This is an optimization exercise on Yosys and OpenROAD, whose aim is small area and a short achievable clock period, not a production implementation. The RTL was checked by simulation tests, not by an equivalence proof against the original design. Power is estimated from default activity; no workload was simulated.

Setup of before:
==> flow/design.v (excerpt) <==
module axis_hdr_insert_top (
	input          clk,
	input          rst_n,
	input          valid_in,
	input  [127:0] data_in,
	input  [15:0]  keep_in,
	input          last_in,
	output         ready_in,
	output         valid_out,
	output [127:0] data_out,
	output [15:0]  keep_out,
	output         last_out,
	input          ready_out,
	input          valid_insert,
	input  [127:0] data_insert,
	input  [15:0]  keep_insert,
	input  [3:0]   byte_insert_cnt,
	output         ready_insert
);
Size: roughly 460 flip-flops, ~0.022 sq mm of cells after synthesis.
==> flow/config.mk <==
export PLATFORM = sky130hd
export DESIGN_NAME = axis_hdr_insert_top
export DESIGN_NICKNAME = axis_hdr_insert_top
export VERILOG_FILES = /design/flow/design.v
export SDC_FILE = /design/flow/constraint.sdc
export NUM_CORES = 4
export LEC_CHECK = 0
export CAP_MARGIN = 0
export CORE_MARGIN = 2
export CORE_UTILIZATION = 40
export CTS_CLUSTER_DIAMETER = 150
export CTS_CLUSTER_SIZE = 25
export SETUP_SLACK_MARGIN = 4.45
export SLEW_MARGIN = 0
==> flow/constraint.sdc <==
create_clock -name core_clock -period 7.0 [get_ports {clk}]
set_input_delay 1.4000 -clock core_clock [delete_from_list [all_inputs] [get_ports {clk}]]
set_output_delay 1.4000 -clock core_clock [all_outputs]
set_load 0.01 [all_outputs]
standard.sh (not shown) runs the stock make flow with config.mk's settings and CLKGATE_MAP_FILE= SYNTH_SCRIPT=/design/flow/synth_recipe.tcl, a recipe that flattens the netlist after the stock synthesis.
==> flow/flow/run.sh <==
#!/bin/bash
# Standard ORFS layout (the standard.sh), except that the port buffers that
# global placement inserts on every input and output use a plain buffer cell.
set -euo pipefail
bash standard.sh "BUFFER_PORTS_ARGS=-buffer_cell sky130_fd_sc_hd__buf_1" finish > standard.log 2>&1
Input changes introduced in after (baseline for comparison: before):
- a change of CTS_CLUSTER_SIZE from 25 to 30
- a change of SLEW_MARGIN from 0 to 20
- a change of CTS_CLUSTER_DIAMETER from 150 to 110
- a change of CAP_MARGIN from 0 to 20
- a change of SETUP_SLACK_MARGIN from 4.45 to 4.4
==> flow/flow/run.sh <==
#!/bin/bash
# Standard ORFS layout (the standard.sh), except that the port buffers that
# global placement inserts on every input and output use a plain buffer cell.
set -euo pipefail
bash standard.sh "BUFFER_PORTS_ARGS=-buffer_cell sky130_fd_sc_hd__buf_2" finish > standard.log 2>&1
Findings:
after completed; timing, DRC and antenna clean
Between before and after, the count of flip-flops with a built-in enable after synthesis does not differ in any meaningful way.
Looking at endpoint of the worst setup timing path, the ready_insert result is from before; the u_core.r_data_out[46] one comes from after.
after against before: number of cells on the worst reg-to-reg path now sits lower, top achievable clock speed lost 0.0077 GHz.

## yarrow
Starting RTL as in the previous note.
export LEC_CHECK = 0
export CAP_MARGIN = 20
export CORE_MARGIN = 2
export CORE_UTILIZATION = 40
export CTS_CLUSTER_DIAMETER = 150
export CTS_CLUSTER_SIZE = 25
export SETUP_SLACK_MARGIN = 4.45
export SLEW_MARGIN = 20
export TNS_END_PERCENT = 20
create_clock -name core_clock -period 7.0 [get_ports {clk}]
==> flow/flow/run.sh <==
#!/bin/bash
# Standard ORFS layout (the standard.sh), except that the port buffers that
# global placement inserts on every input and output use a plain buffer cell.
set -euo pipefail
bash standard.sh "BUFFER_PORTS_ARGS=-buffer_cell sky130_fd_sc_hd__buf_1" finish > standard.log 2>&1
Every stage of the flow completed for yarrow, and the final layout passed the timing, design-rule and antenna checks.
## Diff of input files: ember against yarrow
- SETUP_SLACK_MARGIN: 4.45 -> 4.4
- TNS_END_PERCENT: 20 -> unset
Notes after the runs:
- Changes observed in ember relative to yarrow: routed wire length decreased 1.4%, total power -about 0.75%.
- ember ends up with a internal power of the cells that is about 0.4% lower than in yarrow.
- Taking yarrow as the reference point, the met1 track demand over resource of ember falls by 0.89 points.
- Compared with yarrow, ember ends up with a smaller final cell area.
- ember ends up with higher portion of total power attributed to sequential cells than yarrow does.
- Going from yarrow to ember, the non-clock buffer contribution to total cell area was found to have gone down by 0.17 points.
- When ember is measured against yarrow, its share of the clock period used by the worst path after layout turns out 0.65 points lower.
- yarrow -> ember: sequential power flat
- Comparing yarrow and ember, the lower number of ordinary and repair buffers in the finished layout was measured on ember.
Relative to ember, the following input files were edited for cedar:
- GPL_ROUTABILITY_DRIVEN now 0, previously not set
- CAP_MARGIN now 0, was 20
- SLEW_MARGIN now 0, was 20
Notes after the runs:
The final layout from cedar, which completed every stage, passed the timing, design-rule and antenna checks at the end of the flow. On final non-filler cell total, ember and cedar are basically level. For share of the clock period used by the worst path, cedar and ember come out practically identical. After detailed routing, ember needs more wire than cedar. Compared with ember, in cedar clock network power share ~0 delta, combined area of the multi-input logic cells saw little to no change, count of cells along the worst register-to-register path has decreased. The relative slew slack number comes out higher for cedar vs ember. Met1 demand-to-capacity share in global routing: ember and cedar compared, higher one is ember. On count of placed standard cells including taps, ember and cedar are neck and neck. There was hardly any difference in area taken by flip-flops and latches between ember and cedar. Est. power | cedar vs ember | cedar lower. buf_1 as the leading cell type in the layout, fill and taps excluded was reported by ember, and mux2i_1 by cedar.

static timing again, ports no longer ideal:
The results above use ideal ports. As a check the final layouts listed here were re-extracted and re-timed, cells and wires unchanged. Step 1 sets driving cells, clkbuf_16 on the clock port and buf_2 on the other inputs (assumed; they add their load-dependent delay and slew). Step 2 also shifts input and output timing later by t, the mid clock arrival at the registers, as if the neighbouring blocks saw the same clock. a / b / c = ideal ports / drivers / drivers and shift; a / b = the first two.
| run | t (ns) | setup WS [ns] | latest minus earliest clock arrival (ns) |
|---|---|---|---|
| before | 0.634 | 4.392 / 4.335 / 3.916 | 0.036 / 0.036 |
| after | 0.616 | 4.339 / 4.339 / 3.847 | 0.034 / 0.034 |
| yarrow | 0.637 | 4.358 / 4.325 / 3.863 | 0.040 / 0.040 |
| ember | 0.639 | 4.403 / 4.348 / 3.914 | 0.023 / 0.023 |
| cedar | 0.636 | 4.404 / 4.351 / 3.887 | 0.036 / 0.036 |
After both steps setup and hold are still met in every run listed. The setup slack of cedar, which loses most, moves by -0.053 ns with the drivers and by -0.517 ns with both steps.
